This design comes from an exercise in tuning for small area on the open sky130 flow, not from production work. Function was checked by simulation only, so behaviour that the tests miss may differ from the original. The flow treats the clock pin as an ideal source. Dropping or thinning the clock tree relies on that and would not hold on a real chip. No activity file was given, so power comes from the tool's default toggle rates.

## v1
## seven_seg_disp
module seven_seg_disp #(
    parameter           I_CLK_FRQ = 24_000,
    parameter           REFRESH = 60,
    parameter           DIGITS = 4
) (
    input               i_clk,
    input               i_rst,
    input signed [10:0] i_data,
    input               i_en,
    output wire [3:0]   o_anodes,
    output wire [6:0]   o_segment
);
    reg  [4:0]  hi;
    reg  [1:0]  j;
    wire        fire = hi[4] & hi[3] & hi[0] & ~j[1] & ~j[0];
    always @(posedge i_clk) begin
        j <= i_rst ? 2'b00 : {j[0], ~j[1]};
        if (i_rst | fire)       hi <= 5'd0;
        else if (j == 2'b10)    hi <= hi + 5'd1;
    end
    reg  [1:0]  gp;
    always @(posedge i_clk)
        if (i_rst)      gp <= 2'b10;
        else if (fire)  gp <= {gp[0], ~gp[1]};
    wire [1:0]  pos = {gp[1], gp[1] ^ gp[0]};
    assign o_anodes = ~(4'b0001 << pos);
    wire        q0 = (pos == 2'd3);
    wire        q1 = (pos == 2'd0);
    wire        q2 = (pos == 2'd1);
    wire        q3 = (pos == 2'd2);
    reg         s;
    reg  [11:0] nP;      
    wire [11:0] P = ~nP;
    reg         cv;      
    wire        ld   = i_rst | (fire & i_en);
    wire        win  = (hi[4:2] == 3'd0) & (hi[1] | (hi[0] & j[1]));
    wire        conv = cv & win;
    wire        e0   = conv & hi[1];                  
    wire        e1   = conv & hi[1] & hi[0];          
    wire        r8   = cv ? q1 : ~q3;
    wire        r16  = cv & (q2 | q3);
    wire        rot  = (hi[4:2] == 3'b010) & ((~hi[1] & r8) | r16);    
    wire        run  = conv | rot;
    function [3:0] corr(input [3:0] d, input e);
        reg c;
        begin
            c = e & (d[3] | (d[2] & (d[1] | d[0])));
            corr[0] = d[0] ^ c;
            corr[1] = c ? ((d[1] & d[0]) | (d[3] & ~d[0])) : d[1];
            corr[2] = c ? (d[3] & d[0]) : d[2];
            corr[3] = d[3] | c;
        end
    endfunction
    wire [11:0] C = {P[11:8], corr(P[7:4], e1), corr(P[3:0], e0)};
    wire        take = fire & i_en & ~i_rst;
    wire        keep = ~ld;
    wire [11:0] R = {C[10:0], P[11] ^ (s & conv)};
    wire [11:0] L = {i_data[9:0], 2'b00};
    wire        step = keep & run;
    wire        hold = keep & ~run;
    always @(posedge i_clk)
  ...
export LEC_CHECK = 0
export CAP_MARGIN = 20
export CORE_MARGIN = 2
export CORE_UTILIZATION = 85
export GPL_TIMING_DRIVEN = 0
export SLEW_MARGIN = 20
create_clock -name core_clock -period 10.0 [get_ports {i_clk}]
standard.sh (not shown) runs the stock make flow with config.mk's settings and CLKGATE_MAP_FILE= SYNTH_SCRIPT=/design/flow/synth_recipe.tcl, a recipe that flattens the netlist after the stock synthesis.
==> flow/flow/run.sh <==
#!/bin/bash
# Layout: the standard flow (standard.sh) with these changes:
#  - synthesis is the standard synthesis with an area-oriented ABC script
#    (synth_area.tcl, area.abc); registers are mapped exactly as in the standard synthesis,
#  - after floorplanning the logic between the registers is re-mapped for area with
#    OpenROAD's restructure, and each cell is swapped for the smallest of its family
#    (resynth.tcl, downsize.tcl, filter_lib.py),
#  - port buffers are sky130_fd_sc_hd__buf_1 cells,
#  - the clock tree is three clock buffers driven by the clock port (cts_pre.tcl),
#    in place of TritonCTS's H-tree.
# make's output goes to flow_make.log here; ORFS's per-step logs are under orfs/logs.
set -euo pipefail
W=$PWD
bash standard.sh \
  "SYNTH_SCRIPT=$W/flow/synth_area.tcl" \
  "FLOW_SYNTH_TCL=$W/synth_recipe.tcl" \
  "AREA_ABC_SCRIPT=$W/flow/area.abc" \
  "POST_FLOORPLAN_TCL=$W/flow/resynth.tcl" \
  "BUFFER_PORTS_ARGS=-buffer_cell sky130_fd_sc_hd__buf_1" \
  "PRE_CTS_TCL=$W/flow/cts_pre.tcl" \
  finish > "$W/flow_make.log" 2>&1
==> flow/flow/area.abc <==
strash
balance
rewrite
refactor
balance
rewrite
rewrite -z
balance
refactor -z
rewrite -z
balance
balance
rewrite
refactor
balance
rewrite
rewrite -z
balance
refactor -z
rewrite -z
balance
dch -f
amap
topo
strash
balance
rewrite
refactor
balance
rewrite
rewrite -z
balance
refactor -z
rewrite -z
balance
dch -f
amap
topo
==> flow/flow/cts_pre.tcl <==
# Sourced by ORFS's cts.tcl before clock tree synthesis. Builds the clock tree by hand:
# the clock port drives NBUF buffers of type CELL, each driving the clock pins of one group
# of registers (grouped by x position, equal sizes). TritonCTS is then skipped; the rest of
# cts.tcl (legalization, timing repair) runs as usual.
set my_cts_cell sky130_fd_sc_hd__clkbuf_4
set my_cts_nbuf 2

proc my_cts {cell nbuf} {
  set block [ord::get_db_block]
  set clk [$block findNet i_clk]
  set sinks {}
  foreach it [$clk getITerms] {
    set b [[$it getInst] getBBox]
    lappend sinks [list $it [expr {([$b xMin]+[$b xMax])/2}] [expr {([$b yMin]+[$b yMax])/2}]]
  }
  set sinks [lsort -integer -index 1 $sinks]
  set n [llength $sinks]
  set master [[ord::get_db] findMaster $cell]
  for {set g 0} {$g < $nbuf} {incr g} {
    set lo [expr {$g * $n / $nbuf}]
    set hi [expr {($g + 1) * $n / $nbuf - 1}]
    set buf [odb::dbInst_create $block $master clkbuf_root_$g]
    set net [odb::dbNet_create $block clknet_root_$g]
    $net setSigType CLOCK
    set sx 0
    set sy 0
    foreach s [lrange $sinks $lo $hi] {
      lassign $s it x y
      $it disconnect
      $it connect $net
      incr sx $x
      incr sy $y
    }
    set k [expr {$hi - $lo + 1}]
    [$buf findITerm A] connect $clk
    [$buf findITerm X] connect $net
    $buf setLocation [expr {$sx / $k}] [expr {$sy / $k}]
    $buf setPlacementStatus PLACED
    puts "my_cts: $cell clkbuf_root_$g drives $k clock pins"
  }
}

my_cts $my_cts_cell $my_cts_nbuf
set_propagated_clock [all_clocks]

rename clock_tree_synthesis tritoncts_unused
proc clock_tree_synthesis {args} {
  puts "my_cts: clock tree built by cts_pre.tcl; clock_tree_synthesis skipped"
}
==> flow/flow/synth_area.tcl <==
# Synthesis script for ORFS (SYNTH_SCRIPT): the standard synthesis (synth_recipe.tcl in the
# work folder, sourced unchanged), except that ABC maps the logic with flow/area.abc, an
# area-oriented script, in place of ORFS's. Everything before ABC, flip-flop mapping included,
# is the standard synthesis, so the registers, their names and cell types are the same.
proc abc {args} {
  set i [lsearch -exact $args -script]
  if {$i >= 0} {
    lset args [expr {$i + 1}] $::env(AREA_ABC_SCRIPT)
  }
  puts "synth_area: abc $args"
  yosys abc {*}$args
}
source $::env(FLOW_SYNTH_TCL)
Other scripts of this flow, unchanged in this note and not shown: flow/flow/downsize.tcl, flow/flow/filter_lib.py, flow/flow/resynth.tcl
Tool error GPL-0301 stopped v1 during global placement (3_3_place_gp); no final results.
Input-level comparison between v24 and v1:
Settings: swapping 85 for 40 in CORE_UTILIZATION.
--- a/flow/flow/cts_pre.tcl
+++ b/flow/flow/cts_pre.tcl
@@ -4,5 +4,5 @@
 # cts.tcl (legalization, timing repair) runs as usual.
 set my_cts_cell sky130_fd_sc_hd__clkbuf_4
-set my_cts_nbuf 2
+set my_cts_nbuf 3
 
 proc my_cts {cell nbuf} {
Findings:
v24: height of the chip higher than v1. Summary across v1 and v24: the single failing run is v1. When v24 is set beside v1, its die extent in x turns out to be 42% larger. Of v1 and v24, the run reporting the lower initial standard-cell utilization of the core was v24.
Setup changes, v24 to v35
Settings: a change of CAP_MARGIN from 20 to 0; a change of SLEW_MARGIN from 20 to 0.
==> flow/flow/run.sh <==
#!/bin/bash
# Layout: the standard flow (standard.sh), synthesis included, with three changes:
#  - after synthesis the logic between the registers is re-mapped for area with OpenROAD's
#    restructure, and each cell is swapped for the smallest of its family (resynth.tcl),
#  - port buffers are sky130_fd_sc_hd__buf_1 cells,
#  - the clock tree is a few clock buffers driven by the clock port (cts_pre.tcl),
#    in place of TritonCTS's H-tree.
# make's output goes to flow_make.log here; ORFS's per-step logs are under orfs/logs.
set -euo pipefail
W=$PWD
bash standard.sh \
  "POST_FLOORPLAN_TCL=$W/flow/resynth.tcl" \
  "BUFFER_PORTS_ARGS=-buffer_cell sky130_fd_sc_hd__buf_1" \
  "PRE_CTS_TCL=$W/flow/cts_pre.tcl" \
  finish > "$W/flow_make.log" 2>&1
removed: flow/flow/area.abc
removed: flow/flow/synth_area.tcl
Results
Comparing v24 with v35, the final worst clock skew came out essentially unchanged. v35 reports a higher setup slack than v24 does. v35 against v24; cell count is up by a few percent. Relative to v24, final layout net count increased by about 1% in v35. The more densely filled core belongs to v24, not v35. v35 against v24: fmax shows an increase of 0.70%, final area shows an increase of 2.5%, synthesis-to-finish area growth shows a reduction of 15 points, proportion of synthesized area in mux cells shows an increase of 0.65 points. Comparing v24 against v35, there is no change at all in largest net degree at the start of global routing.
diff inputs: v35 => v49
Settings: SLEW_MARGIN now 20, was 0; CAP_MARGIN now 20, was 0; CORE_UTILIZATION now 70, was 40.
==> flow/flow/run.sh <==
#!/bin/bash
# Layout: the standard flow (standard.sh) with these changes:
#  - synthesis is the standard synthesis with an area-oriented ABC script
#    (synth_area.tcl, area.abc); registers are mapped exactly as in the standard synthesis,
#  - after floorplanning the logic between the registers is re-mapped for area with
#    OpenROAD's restructure, and each cell is swapped for the smallest of its family
#    (resynth.tcl, downsize.tcl, filter_lib.py),
#  - port buffers are sky130_fd_sc_hd__buf_1 cells,
#  - the clock tree is three clock buffers driven by the clock port (cts_pre.tcl),
#    in place of TritonCTS's H-tree.
# make's output goes to flow_make.log here; ORFS's per-step logs are under orfs/logs.
set -euo pipefail
W=$PWD
bash standard.sh \
  "SYNTH_SCRIPT=$W/flow/synth_area.tcl" \
  "FLOW_SYNTH_TCL=$W/synth_recipe.tcl" \
  "AREA_ABC_SCRIPT=$W/flow/area.abc" \
  "POST_FLOORPLAN_TCL=$W/flow/resynth.tcl" \
  "BUFFER_PORTS_ARGS=-buffer_cell sky130_fd_sc_hd__buf_1" \
  "PRE_CTS_TCL=$W/flow/cts_pre.tcl" \
  finish > "$W/flow_make.log" 2>&1
==> flow/flow/area.abc (new file) <==
strash
balance
rewrite
refactor
balance
rewrite
rewrite -z
balance
refactor -z
rewrite -z
balance
balance
rewrite
refactor
balance
rewrite
rewrite -z
balance
refactor -z
rewrite -z
balance
dch -f
amap
topo
strash
balance
rewrite
refactor
balance
rewrite
rewrite -z
balance
refactor -z
rewrite -z
balance
dch -f
amap
topo
==> flow/flow/synth_area.tcl (new file) <==
# Synthesis script for ORFS (SYNTH_SCRIPT): the standard synthesis (synth_recipe.tcl in the
# work folder, sourced unchanged), except that ABC maps the logic with flow/area.abc, an
# area-oriented script, in place of ORFS's. Everything before ABC, flip-flop mapping included,
# is the standard synthesis, so the registers, their names and cell types are the same.
proc abc {args} {
  set i [lsearch -exact $args -script]
  if {$i >= 0} {
    lset args [expr {$i + 1}] $::env(AREA_ABC_SCRIPT)
  }
  puts "synth_area: abc $args"
  yosys abc {*}$args
}
source $::env(FLOW_SYNTH_TCL)
Results
- Synthesized area of v49 falls short of that of v35 by more than 10%.
- First-iteration DRC count on v49 is ahead of v35.
- v49 vs v35, post-detailed-placement cell area went down by 60 sq um.
The inputs of v55 differ from those of v49 as listed below.
Settings: changing CORE_UTILIZATION from 70 to 40.
==> flow/flow/run.sh <==
#!/bin/bash
# Layout: the standard flow (standard.sh), synthesis included, with three changes:
#  - after synthesis the logic between the registers is re-mapped for area with OpenROAD's
#    restructure, and each cell is swapped for the smallest of its family (resynth.tcl),
#  - port buffers are sky130_fd_sc_hd__buf_1 cells,
#  - the clock tree is a few clock buffers driven by the clock port (cts_pre.tcl),
#    in place of TritonCTS's H-tree.
# make's output goes to flow_make.log here; ORFS's per-step logs are under orfs/logs.
set -euo pipefail
W=$PWD
bash standard.sh \
  "POST_FLOORPLAN_TCL=$W/flow/resynth.tcl" \
  "BUFFER_PORTS_ARGS=-buffer_cell sky130_fd_sc_hd__buf_1" \
  "PRE_CTS_TCL=$W/flow/cts_pre.tcl" \
  finish > "$W/flow_make.log" 2>&1
removed: flow/flow/area.abc
removed: flow/flow/synth_area.tcl
Results
Cmp v49 and v55 / static power due to leakage / lower: v55. Status: internal power parity (v55, v49). v55: utilization is 42 points lower than what v49 reported. The run with more setup slack is v55; v49 has less. The multi-input gate share of total cell area number comes out lower for v49 vs v55. When v55 is measured against v49, its placed wire-length estimate after detailed placement turns out 210 um higher. As of v55, total instance count after detailed placement had risen by more than 10% compared to v49. Looking at number of multi-input combinational cells in the layout across v49 and v55, the one that comes out lower is v49.
In v24, v35, v49 and v55 the design's own scripts or RTL, not TritonCTS, make the clock network.

separate check: timing with driven ports:
The flow's constraints put no driver on any port. The routed layouts listed below were extracted and timed again, unchanged, in two steps. Step 1: set_driving_cell puts a clkbuf_16 on i_clk and a buf_2 on each other input, an assumption about the parent block. Step 2 moves the port delays by t, midway between the first and last clock arrival at a register: inputs arrive t later, outputs are due t later. That takes back most of the time a late clock gives input paths. Slacks: ideal ports / drivers / drivers and shift; pairs: ideal ports / drivers.
| run | shift t [ns] | setup WS [ns] | hold slack, ns | worst setup path after step 2 | cell pins on the clock port's net |
|---|---|---|---|---|---|
| v24 | 0.190 | 6.562 / 6.528 / 6.398 | 0.456 / 0.456 / 0.456 | input to register | 3 |
| v35 | 0.189 | 6.586 / 6.551 / 6.589 | 0.457 / 0.457 / 0.457 | input to register | 3 |
| v49 | 0.184 | 6.525 / 6.539 / 6.355 | 0.460 / 0.460 / 0.460 | input to register | 3 |
| v55 | 0.189 | 6.586 / 6.551 / 6.589 | 0.457 / 0.457 / 0.457 | input to register | 3 |
After both steps setup and hold are still met in every run listed. For v49, which loses most, drivers alone change the setup slack by +0.014 ns; drivers and shift together by -0.170 ns.
